This design comes from an exercise in tuning for a short achievable clock period and few clock cycles on the open sky130 flow, not from production work.
Where RTL was checked, it was by simulation tests only, not by an equivalence proof against the original.
Power is estimated from default activity; no workload was simulated.

alpha:
==> flow/design.v (excerpt) <==
module Mips(
	input clk,
	input rst,
	output[31:0] imem_addr,
	input[31:0] imem_data,
	output[17:0] SRAM_ADDR,
	output[15:0] SRAM_WDATA,
	input[15:0] SRAM_RDATA,
	output SRAM_WE_N
);
Size: about 4300 flip-flops, roughly 120 I/O pins, about 200000 um2 of cells after synthesis.
clock: 15.0 ns
lec_check: 0
cap_margin: 20
core_margin: 2
core_utilization: 40
gpl_routability_driven: 0
slew_margin: 40
standard.sh (not shown) runs the stock make flow with config.mk's settings and CLKGATE_MAP_FILE= SYNTH_SCRIPT=/design/flow/synth_recipe.tcl, a recipe that flattens the netlist after the stock synthesis.
==> flow/flow/run.sh <==
#!/bin/bash
# Standard ORFS layout (the standard.sh), with timing repair aimed well
# below the 15 ns clock: repair_timing keeps working until the setup slack
# reaches SETUP_SLACK_MARGIN (10.7 ns below the 15 ns clock).
export SETUP_SLACK_MARGIN=10.7
bash standard.sh > standard.log 2>&1
alpha reached the end of the flow, and the finished layout is clean on the timing, DRC and antenna checks.
Testbench counts of alpha, summed over its fixed seeds: cycles 62,410.
--- input diff alpha..beta ---
Settings: PLACE_DENSITY newly set to 0.65; GPL_ROUTABILITY_DRIVEN removed (was 0).
Results
- Sort beta and alpha by global-route usage desc -> top: beta
- Diff alpha -> beta | share of cells above drive strength 1 | decrease of 0.23 points
- Status: post-route total power parity (beta, alpha)
- beta and alpha ended up with nearly the same non-clock buffer share of cell area.
- The non-clock buffer count in beta was higher than what alpha gave.
- Any difference in final core utilization between beta and alpha is small enough to ignore.
- Re number of logic stages on the critical path including buffering: beta and alpha aren't equal, and the lower value belongs to alpha.
- The detail-routed via count per cell of alpha and that of beta are within noise of each other.
- In beta, the post-cts gate resize count came out about 8% below the value in alpha.
- On first-pass GRT wire length, alpha beats beta.
- Diff beta..alpha | number of remaining DRC errors | negligible
diff inputs: beta => gamma
Settings: clearing PLACE_DENSITY, which used to be 0.65; putting CTS_CLUSTER_SIZE at 20 where nothing was set; putting CTS_CLUSTER_DIAMETER at 80 where nothing was set.
Notes after the runs:
- Of the two candidates, beta has the worse worst ir drop on vdd and gamma the better one.
- Any difference in non-clock buffer share of cell area between gamma and beta is small enough to ignore.
- The maximum number of buffers from clock root to sink was comparable across beta and gamma.
- On final critical delay including setup and external delays: gamma sits below beta.
--- input diff gamma..delta ---
Settings: CORE_UTILIZATION now 42, was 40; CTS_CLUSTER_SIZE no longer set, was 20; CTS_CLUSTER_DIAMETER no longer set, was 80.
==> notes.md <==
Status delta: flow complete, layout not clean - capacitance limit, slew limit
Area added between synthesis and finish: delta vs gamma up 3.9 points
Higher global routing usage on met3 among delta and gamma: delta
gamma reports its master of the slowest instance on the critical path as a2111o_1 while delta reports or4_4.
Summed area of non-filler cells in the final layout, delta vs gamma: up by a few percent
delta vs. gamma: critical path's largest stage delay went up by 0.12 ns.
Post-route fraction of the period consumed by the critical path: gamma vs delta, no meaningful difference
There was hardly any difference in fmax between delta and gamma.

========
Mips, a different RTL version from the one above (not shown whole).
Size in the first run: ~14000 cells after synthesis, about 200000 sq um of cells after synthesis.
==> flow/design.v (excerpt) <==
module Mips(
	input clk,
	input rst,
	output[31:0] imem_addr,
	input[31:0] imem_data,
	output[17:0] SRAM_ADDR,
	output[15:0] SRAM_WDATA,
	input[15:0] SRAM_RDATA,
	output SRAM_WE_N
);
==> flow/config.mk <==
export PLATFORM = sky130hd
export DESIGN_NAME = Mips
export DESIGN_NICKNAME = Mips
export VERILOG_FILES = /design/flow/design.v
export SDC_FILE = /design/flow/constraint.sdc
export NUM_CORES = 8
export LEC_CHECK = 0
export CAP_MARGIN = 20
export CORE_MARGIN = 2
export CORE_UTILIZATION = 40
export SLEW_MARGIN = 40
==> flow/constraint.sdc <==
create_clock -name core_clock -period 15.0 [get_ports {clk}]
set_input_delay 3.0000 -clock core_clock [delete_from_list [all_inputs] [get_ports {clk}]]
set_output_delay 3.0000 -clock core_clock [all_outputs]
set_load 0.01 [all_outputs]
==> flow/flow/run.sh <==
#!/bin/bash
# Standard ORFS layout (the standard.sh), with timing repair aimed well
# below the 15 ns clock: repair_timing keeps working until the setup slack
# reaches SETUP_SLACK_MARGIN (10.8 ns below the 15 ns clock).
export SETUP_SLACK_MARGIN=10.8
bash standard.sh > standard.log 2>&1
The starting point finished clean.
Next try:
--- a/flow/flow/run.sh
+++ b/flow/flow/run.sh
@@ -4,2 +4,2 @@
-# reaches SETUP_SLACK_MARGIN (10.8 ns below the 15 ns clock).
-export SETUP_SLACK_MARGIN=10.8
+# reaches SETUP_SLACK_MARGIN (10.6 ns below the 15 ns clock).
+export SETUP_SLACK_MARGIN=10.6
Power drops slightly.
Area after synthesis stays the same.
Cell area drops slightly.
Core utilization drops by 0.81 points.
Worst setup slack is better by 0.097 ns.
Count of clock-buffer cells in the layout climbs by 45.
Worst hold slack is better by 0.0046 ns.
Routed wire length drops by a few percent.
Function was not checked in any run of this note: the RTL went through the layout flow alone.

========
Another version of the RTL of Mips (not shown whole).
Size: about 13000 cells after synthesis, about 4000 flip-flops, ~190000 µm² of cells after synthesis.
## Mips
module Mips(
	input clk,
	input rst,
	output[31:0] imem_addr,
	input[31:0] imem_data,
	output[17:0] SRAM_ADDR,
	output[15:0] SRAM_WDATA,
	input[15:0] SRAM_RDATA,
	output SRAM_WE_N
);
clock: 15.0 ns
lec_check: 0
cap_margin: 20
core_margin: 2
core_utilization: 40
slew_margin: 40
==> flow/flow/run.sh <==
#!/bin/bash
# Standard ORFS layout (the standard.sh), with timing repair aimed well
# below the 15 ns clock: repair_timing keeps working until the setup slack
# reaches SETUP_SLACK_MARGIN (10.6 ns below the 15 ns clock).
export SETUP_SLACK_MARGIN=10.6
bash standard.sh > standard.log 2>&1
Testbench counts at the start, summed over its fixed seeds: cycles 63,511.
Edit:
==> flow/flow/run.sh (replaced) <==
#!/bin/bash
# Standard ORFS layout (the standard.sh), with timing repair aimed well
# below the 15 ns clock: repair_timing keeps working until the setup slack
# reaches SETUP_SLACK_MARGIN (11.0 ns below the 15 ns clock).
export SETUP_SLACK_MARGIN=11.0
bash standard.sh > standard.log 2>&1
After rerunning: Design area went up by 3.0%. Global-route usage grows by 1.1 points. Sequential cell count is unchanged.
Edit:
==> flow/flow/run.sh (replaced) <==
#!/bin/bash
# Standard ORFS layout (the standard.sh), with timing repair aimed well
# below the 15 ns clock: repair_timing keeps working until the setup slack
# reaches SETUP_SLACK_MARGIN (10.8 ns below the 15 ns clock).
export SETUP_SLACK_MARGIN=10.8
bash standard.sh > standard.log 2>&1
--- a/flow/config.mk
+++ b/flow/config.mk
@@ -9,3 +9,5 @@
 export CORE_MARGIN = 2
 export CORE_UTILIZATION = 40
+export CTS_CLUSTER_DIAMETER = 60
+export CTS_CLUSTER_SIZE = 24
 export SLEW_MARGIN = 40
- The new run produced a clean layout
- global-route usage decreases by 0.35 points
- via count came out lower by 1.6%
- setup slack is worse by 180 ps
- power drops by 3.7%
- core utilization came out lower by 1.1 points
- first-iteration DRC count drops by 1.6%
- register-to-register slack loses 270 ps

## port drivers added, routing unchanged
No port has a modelled driver above. Below, the same layouts with a new extraction and two added sets of constraints. Step 1: set_driving_cell puts a clkbuf_16 on clk and a buf_2 on each other input, an assumption about the parent block. Step 2 times the ports against the registers' clock, not the clock port: input delays grow and output delays shrink by t, the midpoint of the rising clock arrivals with the driver on. a / b / c = ideal / step 1 / step 2; a / b = the first two.
run | t (ns) | setup slack, ns | hold slack, ns | slew at the worst register clock pin (ns)
alpha | 1.165 | 10.341 / 10.210 / 9.116 | 0.329 / 0.329 / 0.329 | 0.07 / 0.07
beta | 1.149 | 10.234 / 10.234 / 9.095 | 0.329 / 0.329 / 0.329 | 0.07 / 0.07
gamma | 1.099 | 10.291 / 10.284 / 9.204 | 0.341 / 0.341 / 0.341 | 0.10 / 0.10
delta | 1.144 | 10.298 / 10.185 / 9.113 | 0.341 / 0.341 / 0.341 | 0.08 / 0.08
the first run of note 2 | 1.188 | 9.971 / 9.971 / 8.871 | 0.334 / 0.334 / 0.334 | 0.07 / 0.07
the second run of note 2 | 1.155 | 10.068 / 10.093 / 8.998 | 0.339 / 0.339 / 0.339 | 0.08 / 0.08
the first run of note 3 | 1.111 | 10.116 / 10.115 / 9.073 | 0.342 / 0.342 / 0.342 | 0.08 / 0.08
the second run of note 3 | 1.128 | 10.224 / 10.171 / 9.048 | 0.333 / 0.333 / 0.333 | 0.08 / 0.08
the third run of note 3 | 1.109 | 10.041 / 10.041 / 9.051 | 0.338 / 0.338 / 0.338 | 0.10 / 0.10
The setup slack of alpha, which loses most, moves by -0.131 ns with the drivers and by -1.225 ns with both steps.
